Source: an optimization exercise on an open RTL-to-GDS flow (aim: small area). Production flows keep margins and buffers that such runs may drop.
Function was checked by simulation only, so behaviour that the tests miss may differ from the original.
Power figures rest on the tool's default switching activity, not on a simulated workload.

$ cat config.mk
export PLATFORM = sky130hd
export DESIGN_NAME = alu
export DESIGN_NICKNAME = alu
export VERILOG_FILES = /design/flow/design.v
export SDC_FILE = /design/flow/constraint.sdc
export NUM_CORES = 4
export LEC_CHECK = 0
export CAP_MARGIN = 20
export CORE_MARGIN = 2
export CORE_UTILIZATION = 40
export PLACE_DENSITY = 0.6
export SLEW_MARGIN = 20
$ cat constraint.sdc
create_clock -name core_clock -period 10.0 [get_ports {clk}]
set_input_delay 2.0000 -clock core_clock [delete_from_list [all_inputs] [get_ports {clk}]]
set_output_delay 2.0000 -clock core_clock [all_outputs]
set_load 0.01 [all_outputs]
$ cat design.v
module alu(
    output[16 - 1:0] data_out,
	 output 							  valid_out,
	 output 							  cmd_out,
	 input [16 - 1:0] data_in,
	 input 							  valid_in,
	 input 							  cmd_in,
	 output 									 amm_read,
	 output[8 - 1:0] amm_address,
	 input [8 - 1:0] amm_readdata,
	 input 									 amm_waitrequest,
	 input[1:0] 							 amm_response,
	 input clk,
	 input rst_n
    );
	reg[2:0] state;
	reg[5:0] nof_operands; 				 
	reg[3:0] opcode; 						 
	reg[7:0] operand[0:63];				 
	reg error;								 
	reg[11:0] result;						 
	reg[5:0] last_index;					 
	reg[5:0] current_index;				 
	reg[5:0] nof;							 
	reg      first_indirect;			 
	reg[7:0] shiftop1, shiftop2;
	wire[1:0] mod = data_in[9:8];		 
	wire[7:0] operand_dir = data_in[7:0];
	wire[7:0] cur_address = operand[current_index];
	wire      bad_address = (cur_address > 'h0F && cur_address < 'h30) || (cur_address > 'h7F && cur_address < 'hA0);
	wire      payload_beat = valid_in && !cmd_in;
	always @(posedge clk) begin
		if(!rst_n) begin
			state <= 3'd0;
		end
		else begin
		case(state)
			3'd0: begin
						if(cmd_in == 1 && valid_in == 1) begin
							opcode <= data_in[11:8];
							nof_operands <= data_in[5:0];
							nof <= data_in[5:0];
							last_index <= 0;
							current_index <= 0;
							first_indirect <= 0;
							shiftop1 <= 0;
							shiftop2 <= 0;
							error <= 0;
							result <= (data_in[11:8] == 1) ? 12'hFFF : 12'h000;
							state <= 3'd1;
							if(data_in[5:0] == 0) begin
								error <= 1;
								state <= 3'd2;
							end
							if(data_in[5:0] != 1 && (data_in[11:8] == 4 || data_in[11:8] == 5 || data_in[11:8] == 6 || data_in[11:8] == 7)) begin
								error <= 1;
								state <= 3'd2;
							end
							if(data_in[5:0] != 2 && (data_in[11:8] == 8 || data_in[11:8] == 9))
								error <= 1;
						end
			end
			3'd1: begin
						if(payload_beat) begin
							if(mod == 2'b00) begin
								case(opcode)
									0: result <= result + operand_dir;
									1: result <= result & operand_dir;
									2:  result <= result | operand_dir;
									3: result <= result ^ operand_dir;
									4: result <= ~{4'b0, operand_dir};
									5: result <= operand_dir + 12'd1;
									6: result <= operand_dir - 12'd1;
									7: result <= ~{4'b0, operand_dir} + 12'd1;
									8, 9: begin
										if(nof == nof_operands) shiftop1 <= operand_dir;
										else shiftop2 <= operand_dir;
									end
									default: ;
								endcase
							end
							if(mod == 2'b01) begin
								operand[last_index] <= operand_dir;
								last_index <= last_index + 1;
								if(nof == nof_operands) first_indirect <= 1;
							end
							nof <= nof - 1;
							if(nof == 1) begin
								if(error || (last_index == 0 && mod != 2'b01))
									state <= 3'd2;
								else
									state <= 3'd4;
							end
						end
			end
			3'd4: begin
				if(bad_address) begin
					error <= 1;
					state <= 3'd2;
				end
				else if(amm_waitrequest == 0) begin
					if(amm_response != 2'b00) begin
						error <= 1;
						state <= 3'd2;
					end
					else begin
						current_index <= current_index + 1;
						case(opcode)
							0: result <= result + amm_readdata;
							1: result <= result & amm_readdata;
							2:  result <= result | amm_readdata;
							3: result <= result ^ amm_readdata;
							4: result <= ~{4'b0, amm_readdata};
							5: result <= amm_readdata + 12'd1;
							6: result <= amm_readdata - 12'd1;
							7: result <= ~{4'b0, amm_readdata} + 12'd1;
							8, 9: begin
								if(first_indirect && current_index == 0) shiftop1 <= amm_readdata;
								else shiftop2 <= amm_readdata;
							end
							default: ;
						endcase
						if(current_index + 1 == last_index)
							state <= 3'd2;
					end
				end
			end
			3'd2: state <= 3'd3;
			default: state <= 3'd0;
		endcase
		end
	end
	reg[16 - 1:0]  		reg_data_out;
	reg 							  		reg_valid_out;
	reg 							  		reg_cmd_out;
	reg[11:0]                     final_result;
	always @(*) begin
		final_result = result;
		if(opcode == 4 || opcode == 7)
			final_result = {4'b0, result[7:0]};
		if(opcode == 8)
			final_result = {4'b0, shiftop1} >> shiftop2;
		if(opcode == 9)
			final_result = {4'b0, shiftop1 << shiftop2};
		if(error == 1)
			final_result = 12'hBAD;
		reg_data_out = 0;
		reg_valid_out = 0;
		reg_cmd_out = 0;
		if(state == 3'd2) begin
			reg_data_out[4] = error;
			reg_data_out[3:0] = opcode;
			reg_valid_out = 1;
			reg_cmd_out = 1;
		end
		if(state == 3'd3) begin
			reg_data_out[11:0] = final_result;
			reg_valid_out = 1;
		end
	end
	assign data_out = reg_data_out;
	assign valid_out = reg_valid_out;
	assign cmd_out = reg_cmd_out;
	assign amm_address = cur_address;
	assign amm_read = (state == 3'd4) && !bad_address;
endmodule
$ cat run.sh
#!/bin/bash
# synth_recipe.tcl (not shown) runs the flow's synth.tcl, then flattens the netlist and writes it again
# the make line also repeats each setting of config.mk as NAME=value (left out here)
make -C /OpenROAD-flow-scripts/flow DESIGN_CONFIG=/design/flow/config.mk WORK_HOME=/design/flow/orfs CLKGATE_MAP_FILE= SYNTH_SCRIPT=/design/flow/synth_recipe.tcl finish
==> impl_table.tex <==
\begin{tabular}{lr}
\hline
Metric & Value \\
\hline
\multicolumn{2}{l}{\textbf{Logic synthesis}} \\
\quad Most numerous cell in the Yosys netlist & edfxtp\_1 \\
\quad Flip-flop cell with the highest count after synthesis & edfxtp\_1 \\
\quad Simple-Gate Fraction of Synth Area & 0.0741 \\
\quad Post-synthesis share of cell area spent on full adders, half adders and majority gates & 0.0222 \\
\quad Most numerous cell types in the synthesized netlist & edfxtp\_1 (570), nor2\_1 (154), mux4\_2 (152) \\
\quad Fraction of synthesized cell area taken by the top area cell type & 0.643 \\
\quad Synth unique cells & 83 \\
\quad Average instance area after synthesis & roughly 16 µm² \\
\quad Main combinational cell family by area after synthesis & multiplexers \\
\quad Area share of xor/xnor cells in the synthesized design & 0.0184 \\
\quad Leading area contributor after synthesis & edfxtp\_1 \\
\quad Top area cells in the synthesized netlist & edfxtp\_1 (64\%), mux4\_2 (13\%), nor2\_1 (2.2\%) \\
\quad Portion of the post-synthesis area used by sequential elements & 0.650 \\
\quad Synthesis-stage register bit count & just under 600 \\
\quad Post-synthesis mux area share & 0.142 \\
\quad Proportion of synthesized flip-flops having asynchronous set or reset & 0 \\
\quad Cell area after technology mapping & approximately 27000 µm² \\
\quad Post-Syn Instances & about 1.7k \\
\quad Fraction of the mapped netlist area in compound gates & 0.0652 \\
\quad Ys Warns & 1 \\
\quad Count of flip-flops with a built-in enable after synthesis & 570 \\
\multicolumn{2}{l}{\textbf{Critical path}} \\
\quad Slowest cell on crit path & dfxtp\_4 \\
\quad Logic depth of the worst register-to-register path & 10 \\
\quad Slowest Stage Delay on Critical Path & 920 ps \\
\quad WS Path Type & reg2out \\
\quad Worst Setup End Kind & output port \\
\quad Data required time at the worst endpoint & around 8000 ps \\
\quad Startpoint types & register \\
\quad FF-to-FF End & result[0] \\
\quad Ordered cell list for the critical path & buf\_4 -> mux4\_2 -> a22oi\_1 -> a311oi\_1 -> nor4\_1 -> nand2\_1 -> mux2i\_4 -> nor2\_1 -> clkdlybuf4s50\_1 \\
\quad Highest net fanout along the worst path & 40 \\
\quad Register-to-register setup slack & roughly 5200 ps \\
\quad Arrival time of data at the critical path endpoint & 5150 ps \\
\multicolumn{2}{l}{\textbf{Clocking}} \\
\quad Number of sinks on the clock net & about 580 \\
\quad CTS Buf Count & 60 \\
\quad Number of levels in the clock H-tree & 2 \\
\quad Hold\_buf cts & 0 \\
\quad Cts repair resizes & 0 \\
\quad Root Buffer & clkbuf\_16 \\
\quad Clock-pin slew on the worst setup and hold paths & approximately 60 ps \\
\quad Maximum buffer depth of the clock tree & 3 \\
\quad Clk Latency, worst-skew pair & about 640 ps \\
\quad Clock tree from TritonCTS & done \\
\quad Buffer count from post-CTS setup fixing & 0 \\
\multicolumn{2}{l}{\textbf{Placement}} \\
\quad HPWL after detailed placement & between 40000 and 50000 µm \\
\quad Buffers added on ports & 49 \\
\quad Placed Cells incl. Taps & 2550 \\
\quad GP Congestion & 0.916 \\
\multicolumn{2}{l}{\textbf{Cells and area}} \\
\quad Proportion of layout cells with a drive suffix above 1 & 0.170 \\
\quad Net total in the final layout & approximately 1.8k \\
\quad Final cell count without fillers & approximately 2.7k \\
\quad Area growth from synthesis to final layout & 12.1\% \\
\multicolumn{2}{l}{\textbf{Floorplanning}} \\
\quad Total die area & approximately 69000 µm² \\
\quad Core Footprint & $\sim$66000 µm² \\
\quad Number of top-level pins & 58 \\
\quad Die width & about 260 µm \\
\quad Initial core utilization & 0.404 \\
\quad Row cnt & 94 \\
\quad Die extent in y & $\sim$260 µm \\
\multicolumn{2}{l}{\textbf{Flow run}} \\
\quad Number of violations of the max-capacitance limit & 0 \\
\multicolumn{2}{l}{\textbf{Drt}} \\
\quad Routed wire length per instance & around 25 µm \\
\quad Count of TritonRoute iterations in the first routing pass & 5 \\
\quad Number of remaining DRC errors & 0 \\
\quad Starting DRC count in detailed routing & between 1.5k and 2k \\
\quad Antenna-violating nets left & 0 \\
\quad Detailed-route via count & $\sim$16k \\
\quad Vias per Instance & between 5 and 6 \\
\quad Total wirelength of the detailed-routed design & approximately 67000 µm \\
\multicolumn{2}{l}{\textbf{Power}} \\
\quad Power density over the cells & about 190 nW/µm² \\
\quad Maximum resistive drop on vdd & approximately 140 µV \\
\quad Static Leak & $\sim$9.5 nW \\
\multicolumn{2}{l}{\textbf{STA}} \\
\quad Final Hold Fails & 0 \\
\quad Largest clock skew in the final design & $\sim$34 ps \\
\quad Final setup violation count & 0 \\
\quad Worst Max-Slew Pin Slew & a little over 1000 ps \\
\quad Maximum clock frequency & between 0.1 and 0.15 GHz \\
\quad Relative max-transition margin & 0.316 \\
\quad Final critical-path required period & 7150 ps \\
\quad Max Transition Viols Final & 0 \\
\quad Post-route fraction of the period consumed by the critical path & 0.715 \\
\quad Unrepaired setup endpoints after global routing & no \\
\quad Setup tns final & 0 ps \\
\multicolumn{2}{l}{\textbf{Outcome}} \\
\quad Run status & finished clean \\
\multicolumn{2}{l}{\textbf{GRT}} \\
\quad Grt ovf & 0 \\
\quad Overall track demand over capacity in global routing & 0.197 \\
\quad Via count of the first global-routing pass & 15.3k \\
\quad Global-route wire length before repair & $\sim$100000 µm \\
\quad Maximum number of pins on one net before global-route repair & 75 \\
\quad Number of antenna violations at the first check in global routing & 1 \\
\multicolumn{2}{l}{\textbf{Worst hold path}} \\
\quad Startpoint of the tightest hold check path & current\_index[1] \\
\quad Path type of the worst min-delay path & reg2reg \\
\quad Number of cells on the worst hold path & 2 \\
\hline
\end{tabular}
==> flip-flops by register name, summed over array words and instances, names as in the netlist, named ones only <==
signal and cells:
opcode 4, error 1, current_index 6, state 3
shiftop2 8, shiftop1 8, nof_operands 6, last_index 6
nof 6, first_indirect 1, result 12, operand 512
==> per-stage QoR <==
| stage | cell area [µm²] | power (W) | hold slack [ps] | setup WS, ps | util |
|---|---|---|---|---|---|
| floorplan | 26600 | 0.00319 | 515 | 5140 | - |
| global placement | 27900 | 0.00339 | 565 | 3400 | 0.423 |
| detailed placement | 27900 | 0.00340 | 579 | 3410 | 0.423 |
| CTS | 29800 | 0.00561 | 597 | 2720 | 0.453 |
| global route | 29900 | 0.00576 | 646 | 2390 | 0.453 |
| finish | 29900 | 0.00558 | 594 | 2850 | 0.453 |
==> how the worst max path moves through the flow <==
stage | start | end | slack [ps]
detailed placement | register | amm_read | 3410
CTS | register | amm_read | 2720
finish | register | amm_read | 2850
global placement | register | amm_read | 3400
floorplan | register | amm_address[0] | 5140
global route | register | amm_read | 2390
==> cell families (layout without fill, tap and decap cells) <==
family                     count (synthesis)  in the layout
DFF                                      579            579
and+or+nand+nor                          418            418
AOI/OAI and AO/OA                        268            268
muxes                                    187            187
buffers and inverters                    154            240
xor gates and xnor gates                  56             56
adders and majority gates                 46             46
other                                      1              5
==> critical path, delay by kind of cell (launching register included) <==
| kind | cells | cell delay, ps |
|---|---|---|
| AND/OR/NAND/NOR | 3 | 820 |
| flip-flops | 1 | 920 |
| buffers and inverters | 2 | 1250 |
| AO/OA/AOI/OAI | 2 | 330 |
| multiplexers | 2 | 1130 |
==> metal layers <==
metal / track usage / part of all wire / routed length (µm)
met1: 0.286 / 0.43 / 29200
met4: 0.0571 / 0.025 / 1690
met5: 0 / 0 / 0
met3: 0.0326 / 0.070 / 4730
met2: 0.307 / 0.47 / 31700
==> placed cells by master (no fill, tap or decap), types with 12 or more instances in the layout <==
master | Yosys | final
a21oi_1 | 64 | 64
buf_4 | 8 | 29
clkbuf_16 | 0 | 61
clkdlybuf4s50_1 | 0 | 41
clkinv_1 | 3 | 13
clkinv_2 | 0 | 12
edfxtp_1 | 570 | 570
ha_1 | 44 | 44
inv_1 | 45 | 45
mux2i_1 | 29 | 29
mux4_2 | 152 | 152
nand2_1 | 93 | 93
nand2b_1 | 20 | 20
nand3_1 | 35 | 35
nor2_1 | 154 | 154
nor3_1 | 30 | 30
nor4_1 | 15 | 15
o21ai_0 | 57 | 57
o22ai_1 | 38 | 38
or3_1 | 12 | 12
xnor2_1 | 41 | 41
xor2_1 | 15 | 15
==> where the power goes <==
| group | switching (W) | internal (W) | total (W) |
|---|---|---|---|
| clock | 0.000967 | 0.00125 | 0.00222 |
| combinational | 0.000341 | 0.000247 | 0.000587 |
| sequential | 0.0000680 | 0.00270 | 0.00277 |
| total | 0.00138 | 0.00420 | 0.00558 |
==> layout make-up <==
| cell class | count | area, µm² |
|---|---|---|
| antenna | 1 | 2.50 |
| clock buffer | 69 | 1560 |
| clock inverter | 43 | 418 |
| fill | 5693 | 36000 |
| inverter | 48 | 180 |
| multi-input combinational | 979 | 8610 |
| sequential | 579 | 17300 |
| tap | 864 | 1080 |
| timing repair buffer | 80 | 699 |

==> static timing again, ports no longer ideal <==
The flow's constraints put no driver on any port. The routed layout listed below was extracted and timed again, unchanged, in two steps. Step 1 assumes that a clkbuf_16 drives the clock port and a buf_2 every other input. Step 2 times the ports against the registers' clock, not the clock port: input delays grow and output delays shrink by t, the midpoint of the rising clock arrivals with the driver on. Slacks: no drivers / after step 1 / after step 2; pairs: no drivers / after step 1.
t, ns: 0.690
setup WS [ns]: 2.847 / 2.782 / 3.471
worst setup path after step 2: register to output
clock arrival spread, ns: 0.035 / 0.035
pins driven straight from the clock port: 1
After both steps setup and hold are still met in this run. For this run, drivers alone change the setup slack by -0.065 ns; drivers and shift together by +0.624 ns.
